Source: an optimization exercise on an open RTL-to-GDS flow (aim: small area). Production flows keep margins and buffers that such runs may drop. RTL that was checked went through simulation tests only; none was proved equivalent to the original. Power is estimated from default activity; no workload was simulated.

==> inputs of run P <==
==> flow/design.v (excerpt) <==
module color_tracker
(
    input   wire        clk         ,
    input   wire        rst_n       ,
    output  wire [15:0] pix_addr    ,
    output  wire        pix_rden    ,
    input   wire [15:0] pix_data    ,
    output  wire [7:0]  vga_r       ,
    output  wire [7:0]  vga_g       ,
    output  wire [7:0]  vga_b       ,
    output  reg         th_hsync    ,
    output  reg         th_vsync    ,
    output  wire [31:0] x_error     ,
    output  wire [31:0] h_error
 ) ;
function rge;
    input [15:0] a;
    input [15:0] b;
    integer i;
    reg c;
    begin
        c = 1'b1;
        for (i = 0; i < 16; i = i + 1)
            c = (a[i] & ~b[i]) | (~(a[i] ^ b[i]) & c);
==> flow/config.mk <==
export PLATFORM = sky130hd
export DESIGN_NAME = color_tracker
export DESIGN_NICKNAME = color_tracker
export VERILOG_FILES = /design/flow/design.v
export SDC_FILE = /design/flow/constraint.sdc
export NUM_CORES = 4
export LEC_CHECK = 0
export CAP_MARGIN = 20
export CORE_MARGIN = 2
export CORE_UTILIZATION = 65
export CTS_BUF_LIST = sky130_fd_sc_hd__clkbuf_8
export SLEW_MARGIN = 20
export SYNTH_HIERARCHICAL = 1
==> flow/constraint.sdc <==
create_clock -name core_clock -period 12.0 [get_ports {clk}]
set_input_delay 2.4000 -clock core_clock [delete_from_list [all_inputs] [get_ports {clk}]]
set_output_delay 2.4000 -clock core_clock [all_outputs]
set_load 0.01 [all_outputs]
standard.sh (not shown) runs the stock make flow with config.mk's settings and CLKGATE_MAP_FILE= SYNTH_SCRIPT=/design/flow/synth_recipe.tcl, a recipe that flattens the netlist after the stock synthesis.
==> flow/flow/run.sh <==
#!/bin/bash
# The standard layout (standard.sh: the ORFS run) with these changes:
# - synthesis uses a copy of ORFS's scripts in ./scripts in which
#   * the logic is mapped with flow/abc.script, an area-oriented ABC script,
#     in place of abc_speed.script, and
#   * Yosys's adder extraction (extract_fa) runs only on the design's full
#     and half adder modules (fa, ha), not on the rest of the logic;
#   the registers are the standard synthesis's;
# - the buffers ORFS puts on every input and output port are the
#   platform's smallest buffer, sky130_fd_sc_hd__buf_1;
# - clock tree synthesis uses clkbuf_8 and inserts no dummy loads.
set -euo pipefail
rm -rf scripts
cp -r "$FLOW_HOME/scripts" scripts
cp flow/abc.script scripts/abc_speed.script
sed -i 's/^  extract_fa {\*}\[dont_use_extract_fa_args\]$/  extract_fa {*}[dont_use_extract_fa_args] fa ha/' scripts/synth.tcl
grep -q 'dont_use_extract_fa_args\] fa ha$' scripts/synth.tcl
bash standard.sh "SCRIPTS_DIR=$PWD/scripts" \
  "BUFFER_PORTS_ARGS=-buffer_cell sky130_fd_sc_hd__buf_1" \
  "CTS_ARGS=-sink_clustering_enable -repair_clock_nets -buf_list sky130_fd_sc_hd__clkbuf_8 -dont_use_dummy_load" \
  finish > standard_flow.log 2>&1
==> flow/flow/abc.script <==
&get -n
&st
&deepsyn -T 60
&dch
&nf -R 1000
&put
buffer -c
topo
stime -c
upsize -c
dnsize -c
==> run K (differences from run P) <==
--- a/flow/design.v
+++ b/flow/design.v
@@ -678,22 +678,22 @@
 wire fs_527;
 wire fc_528;
 wire fs_529;
 wire fc_530;
 wire fs_531;
 wire fc_532;
 wire fs_533;
 wire fc_534;
-wire fs_535;
-wire fc_536;
+wire hs_535;
+wire hc_536;
 wire fs_537;
 wire fc_538;
-wire hs_539;
-wire hc_540;
+wire fs_539;
+wire fc_540;
 wire fs_541;
 wire fc_542;
 wire fs_543;
 wire fc_544;
 wire fs_545;
 wire fc_546;
 wire fs_547;
 wire fc_548;
@@ -706,22 +706,28 @@
 wire fs_555;
 wire fc_556;
 wire fs_557;
 wire fc_558;
 wire fs_559;
 wire fc_560;
 wire fs_561;
 wire fc_562;
-wire cs_563;
-wire cs_564;
-wire cs_565;
-wire cs_566;
+wire fs_563;
+wire fc_564;
+wire fs_565;
+wire fc_566;
 wire cs_567;
 wire cs_568;
+wire cs_569;
+wire cs_570;
+wire cs_571;
+wire cs_572;
+wire cs_573;
+wire cs_574;
 wire [19:0] hv;
 ha u_ha1 (.a(d3[12]), .b(d3[11]), .s(hs_1), .co(hc_2));
 fa u_fa1 (.a(d3[13]), .b(d3[12]), .c(hc_2), .s(fs_3), .co(fc_4));
 fa u_fa2 (.a(d3[14]), .b(d3[13]), .c(fc_4), .s(fs_5), .co(fc_6));
 fa u_fa3 (.a(d3[15]), .b(d3[14]), .c(fc_6), .s(fs_7), .co(fc_8));
 ha u_ha2 (.a(d3[15]), .b(fc_8), .s(hs_9), .co(hc_10));
 ha u_ha3 (.a(d3[7]), .b(d3[5]), .s(hs_11), .co(hc_12));
 fa u_fa4 (.a(d3[8]), .b(d3[6]), .c(hc_12), .s(fs_13), .co(fc_14));
@@ -1163,57 +1169,61 @@
 fa u_fa126 (.a(fs_485), .b(fc_484), .c(fc_518), .s(fs_519), .co(fc_520));
 fa u_fa127 (.a(fs_487), .b(fc_486), .c(fc_520), .s(fs_521), .co(fc_522));
 fa u_fa128 (.a(fs_489), .b(fc_488), .c(fc_522), .s(fs_523), .co(fc_524));
 fa u_fa129 (.a(fs_491), .b(fc_490), .c(fc_524), .s(fs_525), .co(fc_526));
 fa u_fa130 (.a(fs_493), .b(fc_492), .c(fc_526), .s(fs_527), .co(fc_528));
 fa u_fa131 (.a(fs_495), .b(fc_494), .c(fc_528), .s(fs_529), .co(fc_530));
 fa u_fa132 (.a(fs_497), .b(fc_496), .c(fc_530), .s(fs_531), .co(fc_532));
 fa u_fa133 (.a(fs_499), .b(fc_498), .c(fc_532), .s(fs_533), .co(fc_534));
-fa u_fa134 (.a(fs_501), .b(fc_500), .c(fc_534), .s(fs_535), .co(fc_536));
-fa u_fa135 (.a(fs_503), .b(fc_502), .c(fc_536), .s(fs_537), .co(fc_538));
-ha u_ha73 (.a(fs_505), .b(fc_504), .s(hs_539), .co(hc_540));
-fa u_fa136 (.a(fs_507), .b(fc_506), .c(hc_540), .s(fs_541), .co(fc_542));
+ha u_ha73 (.a(fs_501), .b(fc_500), .s(hs_535), .co(hc_536));
+fa u_fa134 (.a(fs_503), .b(fc_502), .c(hc_536), .s(fs_537), .co(fc_538));
+fa u_fa135 (.a(fs_505), .b(fc_504), .c(fc_538), .s(fs_539), .co(fc_540));
+fa u_fa136 (.a(fs_507), .b(fc_506), .c(fc_540), .s(fs_541), .co(fc_542));
 fa u_fa137 (.a(fs_509), .b(fc_508), .c(fc_542), .s(fs_543), .co(fc_544));
 fa u_fa138 (.a(hs_511), .b(fc_510), .c(fc_544), .s(fs_545), .co(fc_546));
 fa u_fa139 (.a(~wr_375), .b(hc_512), .c(fc_546), .s(fs_547), .co(fc_548));
 assign fs_549 = wr_376 ^ wr_375 ^ fc_548;
-assign xs_551 = ~(fs_505 ^ fc_504);
-assign xc_552 = (fs_505 | fc_504);
-fa u_fa141 (.a(fs_507), .b(fc_506), .c(xc_552), .s(fs_553), .co(fc_554));
-fa u_fa142 (.a(fs_509), .b(fc_508), .c(fc_554), .s(fs_555), .co(fc_556));
-fa u_fa143 (.a(hs_511), .b(fc_510), .c(fc_556), .s(fs_557), .co(fc_558));
-fa u_fa144 (.a(~wr_375), .b(hc_512), .c(fc_558), .s(fs_559), .co(fc_560));
-assign fs_561 = wr_376 ^ wr_375 ^ fc_560;
-assign cs_563 = fc_538 ? xs_551 : hs_539;
-assign cs_564 = fc_538 ? fs_553 : fs_541;
-assign cs_565 = fc_538 ? fs_555 : fs_543;
-assign cs_566 = fc_538 ? fs_557 : fs_545;
-assign cs_567 = fc_538 ? fs_559 : fs_547;
-assign cs_568 = fc_538 ? fs_561 : fs_549;
+assign xs_551 = ~(fs_501 ^ fc_500);
+assign xc_552 = (fs_501 | fc_500);
+fa u_fa141 (.a(fs_503), .b(fc_502), .c(xc_552), .s(fs_553), .co(fc_554));
+fa u_fa142 (.a(fs_505), .b(fc_504), .c(fc_554), .s(fs_555), .co(fc_556));
+fa u_fa143 (.a(fs_507), .b(fc_506), .c(fc_556), .s(fs_557), .co(fc_558));
+fa u_fa144 (.a(fs_509), .b(fc_508), .c(fc_558), .s(fs_559), .co(fc_560));
+fa u_fa145 (.a(hs_511), .b(fc_510), .c(fc_560), .s(fs_561), .co(fc_562));
+fa u_fa146 (.a(~wr_375), .b(hc_512), .c(fc_562), .s(fs_563), .co(fc_564));
+assign fs_565 = wr_376 ^ wr_375 ^ fc_564;
+assign cs_567 = fc_534 ? xs_551 : hs_535;
+assign cs_568 = fc_534 ? fs_553 : fs_537;
+assign cs_569 = fc_534 ? fs_555 : fs_539;
+assign cs_570 = fc_534 ? fs_557 : fs_541;
+assign cs_571 = fc_534 ? fs_559 : fs_543;
+assign cs_572 = fc_534 ? fs_561 : fs_545;
+assign cs_573 = fc_534 ? fs_563 : fs_547;
+assign cs_574 = fc_534 ? fs_565 : fs_549;
 assign hv[0] = pp_287;
 assign hv[1] = hs_513;
 assign hv[2] = fs_515;
 assign hv[3] = fs_517;
 assign hv[4] = fs_519;
 assign hv[5] = fs_521;
 assign hv[6] = fs_523;
 assign hv[7] = fs_525;
 assign hv[8] = fs_527;
 assign hv[9] = fs_529;
 assign hv[10] = fs_531;
 assign hv[11] = fs_533;
-assign hv[12] = fs_535;
-assign hv[13] = fs_537;
-assign hv[14] = cs_563;
-assign hv[15] = cs_564;
-assign hv[16] = cs_565;
-assign hv[17] = cs_566;
-assign hv[18] = cs_567;
-assign hv[19] = cs_568;
+assign hv[12] = cs_567;
+assign hv[13] = cs_568;
+assign hv[14] = cs_569;
+assign hv[15] = cs_570;
+assign hv[16] = cs_571;
+assign hv[17] = cs_572;
+assign hv[18] = cs_573;
+assign hv[19] = cs_574;
 wire h_end = (h == 10'd800);
 wire h_200 = (h == 10'd200);
 always @(posedge clk or negedge rst_n) begin
     if (!rst_n)     h <= 10'd636;
     else if (h_end) h <= 10'd0;
     else            h <= h_inc;
 end
 always @(posedge clk or negedge rst_n) begin
@@ -1377,39 +1387,47 @@
 wire red   = (flag0 && (vd == y0n || vd == y1n)) ||
              (flag1 && (hd == x0n || hd == x1n)) ||
              (!wrap && vd == midy && hd == midx);
 wire white = !red && nb1;
 wire rw    = red || white;
 reg [4:0] or_r;
 reg [5:0] or_g;
 reg [4:0] or_b;
+reg       or_rl, or_gl;
 always @(posedge clk or negedge rst_n) begin
     if (!rst_n) begin
         or_r  <= 5'd0;
         or_g  <= 6'd0;
         or_b  <= 5'd0;
+        or_rl <= 1'b0;
+        or_gl <= 1'b0;
     end else if (de_a) begin
         or_r  <= {5{rw}};
         or_g  <= {6{white}};
         or_b  <= {5{white}};
+        or_rl <= rw;
+        or_gl <= white;
     end else if (de_b) begin
         or_r  <= d3[15:11];
         or_g  <= d3[10:5];
         or_b  <= d3[4:0];
+        or_rl <= 1'b0;
+        or_gl <= 1'b0;
     end else begin
         or_r  <= 5'd0;
         or_g  <= 6'd0;
         or_b  <= 5'd0;
+        or_rl <= 1'b0;
+        or_gl <= 1'b0;
     end
 end
-wire de_p = h_lt201 && r1;
-assign vga_r = {or_r, {3{or_r[0] & de_p}}};
-assign vga_g = {or_g, {2{or_g[0] & de_p}}};
-assign vga_b = {or_b, {3{or_g[0] & de_p}}};
+assign vga_r = {or_r, {3{or_rl}}};
+assign vga_g = {or_g, {2{or_gl}}};
+assign vga_b = {or_b, {3{or_gl}}};
 endmodule
 module fa (input a, input b, input c, output s, output co);
     assign s  = a ^ b ^ c;
     assign co = (a & b) | (c & (a ^ b));
 endmodule
 module ha (input a, input b, output s, output co);
     assign s  = a ^ b;
     assign co = a & b;
==> flow/flow/run.sh (replaced) <==
#!/bin/bash
# The standard layout (standard.sh: the ORFS run, unchanged synthesis),
# with two changes: the buffers ORFS puts on every input and output port are
# the platform's smallest buffer, sky130_fd_sc_hd__buf_1, and clock tree
# synthesis uses clkbuf_8 and inserts no dummy loads.
set -euo pipefail
bash standard.sh "BUFFER_PORTS_ARGS=-buffer_cell sky130_fd_sc_hd__buf_1" \
  "CTS_ARGS=-sink_clustering_enable -repair_clock_nets -buf_list sky130_fd_sc_hd__clkbuf_8 -dont_use_dummy_load" \
  finish > standard_flow.log 2>&1
removed: flow/flow/abc.script
==> run D (differences from run P) <==
--- a/flow/design.v
+++ b/flow/design.v
@@ -682,46 +682,28 @@
 wire fs_531;
 wire fc_532;
 wire fs_533;
 wire fc_534;
 wire fs_535;
 wire fc_536;
 wire fs_537;
 wire fc_538;
-wire hs_539;
-wire hc_540;
+wire fs_539;
+wire fc_540;
 wire fs_541;
 wire fc_542;
 wire fs_543;
 wire fc_544;
 wire fs_545;
 wire fc_546;
 wire fs_547;
 wire fc_548;
 wire fs_549;
 wire fc_550;
-wire xs_551;
-wire xc_552;
-wire fs_553;
-wire fc_554;
-wire fs_555;
-wire fc_556;
-wire fs_557;
-wire fc_558;
-wire fs_559;
-wire fc_560;
-wire fs_561;
-wire fc_562;
-wire cs_563;
-wire cs_564;
-wire cs_565;
-wire cs_566;
-wire cs_567;
-wire cs_568;
 wire [19:0] hv;
 ha u_ha1 (.a(d3[12]), .b(d3[11]), .s(hs_1), .co(hc_2));
 fa u_fa1 (.a(d3[13]), .b(d3[12]), .c(hc_2), .s(fs_3), .co(fc_4));
 fa u_fa2 (.a(d3[14]), .b(d3[13]), .c(fc_4), .s(fs_5), .co(fc_6));
 fa u_fa3 (.a(d3[15]), .b(d3[14]), .c(fc_6), .s(fs_7), .co(fc_8));
 ha u_ha2 (.a(d3[15]), .b(fc_8), .s(hs_9), .co(hc_10));
 ha u_ha3 (.a(d3[7]), .b(d3[5]), .s(hs_11), .co(hc_12));
 fa u_fa4 (.a(d3[8]), .b(d3[6]), .c(hc_12), .s(fs_13), .co(fc_14));
@@ -1165,55 +1147,42 @@
 fa u_fa128 (.a(fs_489), .b(fc_488), .c(fc_522), .s(fs_523), .co(fc_524));
 fa u_fa129 (.a(fs_491), .b(fc_490), .c(fc_524), .s(fs_525), .co(fc_526));
 fa u_fa130 (.a(fs_493), .b(fc_492), .c(fc_526), .s(fs_527), .co(fc_528));
 fa u_fa131 (.a(fs_495), .b(fc_494), .c(fc_528), .s(fs_529), .co(fc_530));
 fa u_fa132 (.a(fs_497), .b(fc_496), .c(fc_530), .s(fs_531), .co(fc_532));
 fa u_fa133 (.a(fs_499), .b(fc_498), .c(fc_532), .s(fs_533), .co(fc_534));
 fa u_fa134 (.a(fs_501), .b(fc_500), .c(fc_534), .s(fs_535), .co(fc_536));
 fa u_fa135 (.a(fs_503), .b(fc_502), .c(fc_536), .s(fs_537), .co(fc_538));
-ha u_ha73 (.a(fs_505), .b(fc_504), .s(hs_539), .co(hc_540));
-fa u_fa136 (.a(fs_507), .b(fc_506), .c(hc_540), .s(fs_541), .co(fc_542));
-fa u_fa137 (.a(fs_509), .b(fc_508), .c(fc_542), .s(fs_543), .co(fc_544));
-fa u_fa138 (.a(hs_511), .b(fc_510), .c(fc_544), .s(fs_545), .co(fc_546));
-fa u_fa139 (.a(~wr_375), .b(hc_512), .c(fc_546), .s(fs_547), .co(fc_548));
+fa u_fa136 (.a(fs_505), .b(fc_504), .c(fc_538), .s(fs_539), .co(fc_540));
+fa u_fa137 (.a(fs_507), .b(fc_506), .c(fc_540), .s(fs_541), .co(fc_542));
+fa u_fa138 (.a(fs_509), .b(fc_508), .c(fc_542), .s(fs_543), .co(fc_544));
+fa u_fa139 (.a(hs_511), .b(fc_510), .c(fc_544), .s(fs_545), .co(fc_546));
+fa u_fa140 (.a(~wr_375), .b(hc_512), .c(fc_546), .s(fs_547), .co(fc_548));
 assign fs_549 = wr_376 ^ wr_375 ^ fc_548;
-assign xs_551 = ~(fs_505 ^ fc_504);
-assign xc_552 = (fs_505 | fc_504);
-fa u_fa141 (.a(fs_507), .b(fc_506), .c(xc_552), .s(fs_553), .co(fc_554));
-fa u_fa142 (.a(fs_509), .b(fc_508), .c(fc_554), .s(fs_555), .co(fc_556));
-fa u_fa143 (.a(hs_511), .b(fc_510), .c(fc_556), .s(fs_557), .co(fc_558));
-fa u_fa144 (.a(~wr_375), .b(hc_512), .c(fc_558), .s(fs_559), .co(fc_560));
-assign fs_561 = wr_376 ^ wr_375 ^ fc_560;
-assign cs_563 = fc_538 ? xs_551 : hs_539;
-assign cs_564 = fc_538 ? fs_553 : fs_541;
-assign cs_565 = fc_538 ? fs_555 : fs_543;
-assign cs_566 = fc_538 ? fs_557 : fs_545;
-assign cs_567 = fc_538 ? fs_559 : fs_547;
-assign cs_568 = fc_538 ? fs_561 : fs_549;
 assign hv[0] = pp_287;
 assign hv[1] = hs_513;
 assign hv[2] = fs_515;
 assign hv[3] = fs_517;
 assign hv[4] = fs_519;
 assign hv[5] = fs_521;
 assign hv[6] = fs_523;
 assign hv[7] = fs_525;
 assign hv[8] = fs_527;
 assign hv[9] = fs_529;
 assign hv[10] = fs_531;
 assign hv[11] = fs_533;
 assign hv[12] = fs_535;
 assign hv[13] = fs_537;
-assign hv[14] = cs_563;
-assign hv[15] = cs_564;
-assign hv[16] = cs_565;
-assign hv[17] = cs_566;
-assign hv[18] = cs_567;
-assign hv[19] = cs_568;
+assign hv[14] = fs_539;
+assign hv[15] = fs_541;
+assign hv[16] = fs_543;
+assign hv[17] = fs_545;
+assign hv[18] = fs_547;
+assign hv[19] = fs_549;
 wire h_end = (h == 10'd800);
 wire h_200 = (h == 10'd200);
 always @(posedge clk or negedge rst_n) begin
     if (!rst_n)     h <= 10'd636;
     else if (h_end) h <= 10'd0;
     else            h <= h_inc;
 end
 always @(posedge clk or negedge rst_n) begin
@@ -1377,39 +1346,47 @@
 wire red   = (flag0 && (vd == y0n || vd == y1n)) ||
              (flag1 && (hd == x0n || hd == x1n)) ||
              (!wrap && vd == midy && hd == midx);
 wire white = !red && nb1;
 wire rw    = red || white;
 reg [4:0] or_r;
 reg [5:0] or_g;
 reg [4:0] or_b;
+reg       or_rl, or_gl;
 always @(posedge clk or negedge rst_n) begin
     if (!rst_n) begin
         or_r  <= 5'd0;
         or_g  <= 6'd0;
         or_b  <= 5'd0;
+        or_rl <= 1'b0;
+        or_gl <= 1'b0;
     end else if (de_a) begin
         or_r  <= {5{rw}};
         or_g  <= {6{white}};
         or_b  <= {5{white}};
+        or_rl <= rw;
+        or_gl <= white;
     end else if (de_b) begin
         or_r  <= d3[15:11];
         or_g  <= d3[10:5];
         or_b  <= d3[4:0];
+        or_rl <= 1'b0;
+        or_gl <= 1'b0;
     end else begin
         or_r  <= 5'd0;
         or_g  <= 6'd0;
         or_b  <= 5'd0;
+        or_rl <= 1'b0;
+        or_gl <= 1'b0;
     end
 end
-wire de_p = h_lt201 && r1;
-assign vga_r = {or_r, {3{or_r[0] & de_p}}};
-assign vga_g = {or_g, {2{or_g[0] & de_p}}};
-assign vga_b = {or_b, {3{or_g[0] & de_p}}};
+assign vga_r = {or_r, {3{or_rl}}};
+assign vga_g = {or_g, {2{or_gl}}};
+assign vga_b = {or_b, {3{or_gl}}};
 endmodule
 module fa (input a, input b, input c, output s, output co);
     assign s  = a ^ b ^ c;
     assign co = (a & b) | (c & (a ^ b));
 endmodule
 module ha (input a, input b, output s, output co);
     assign s  = a ^ b;
     assign co = a & b;
==> flow/flow/run.sh (replaced) <==
#!/bin/bash
# The standard layout (standard.sh: the ORFS run, unchanged synthesis),
# with two changes: the buffers ORFS puts on every input and output port are
# the platform's smallest buffer, sky130_fd_sc_hd__buf_1, and clock tree
# synthesis uses clkbuf_8 and inserts no dummy loads.
set -euo pipefail
bash standard.sh "BUFFER_PORTS_ARGS=-buffer_cell sky130_fd_sc_hd__buf_1" \
  "CTS_ARGS=-sink_clustering_enable -repair_clock_nets -buf_list sky130_fd_sc_hd__clkbuf_8 -dont_use_dummy_load" \
  finish > standard_flow.log 2>&1
removed: flow/flow/abc.script
==> comparison <==
Run P finished with timing, DRC and antenna clean. Run K passed the timing, design-rule and antenna checks. Run D reached the layout checks and failed them: setup timing.
The highest register-to-register slack belongs to run D, the lowest to run P.
Area after synthesis: run P < run D < run K.
Of run D and run K, run K has the higher cell count (gap 1.5%, measured against run K).
In run P the first-iteration DRC count is higher than in run K, by 4.5%.
In run P the clock power is smaller than in run K, by about 2%.
Against run P, the hold slack of run D is better by 1.8 ps.
In utilization, run K and run D hardly differ.
In run D the sequential cell count is higher than in run P, by 2.
Function not checked in run K and run D: the RTL went through the layout flow alone.

## separate check: timing with driven ports
Ports are ideal in the flow. The routed layouts listed here were re-timed in OpenROAD. Step 1 assumes that a clkbuf_16 drives the clock port and a buf_2 every other input. Step 2 times the ports against the registers' clock, not the clock port: input delays grow and output delays shrink by t, the midpoint of the rising clock arrivals with the driver on. a / b / c = ideal ports / drivers / drivers and shift; a / b = the first two.
| run | t (ns) | setup WS [ns] | hold slack, ns | latest minus earliest clock arrival (ns) | worst data-port slew with drivers (ns) |
|---|---|---|---|---|---|
| run P | 0.486 | 0.510 / 0.469 / 0.955 | 0.315 / 0.315 / 0.315 | 0.036 / 0.036 | 0.03 |
| run K | 0.475 | 0.392 / 0.354 / 0.829 | 0.317 / 0.317 / 0.317 | 0.029 / 0.029 | 0.03 |
| run D | 0.480 | -0.212 / -0.251 / 0.228 | 0.316 / 0.316 / 0.316 | 0.033 / 0.033 | 0.03 |
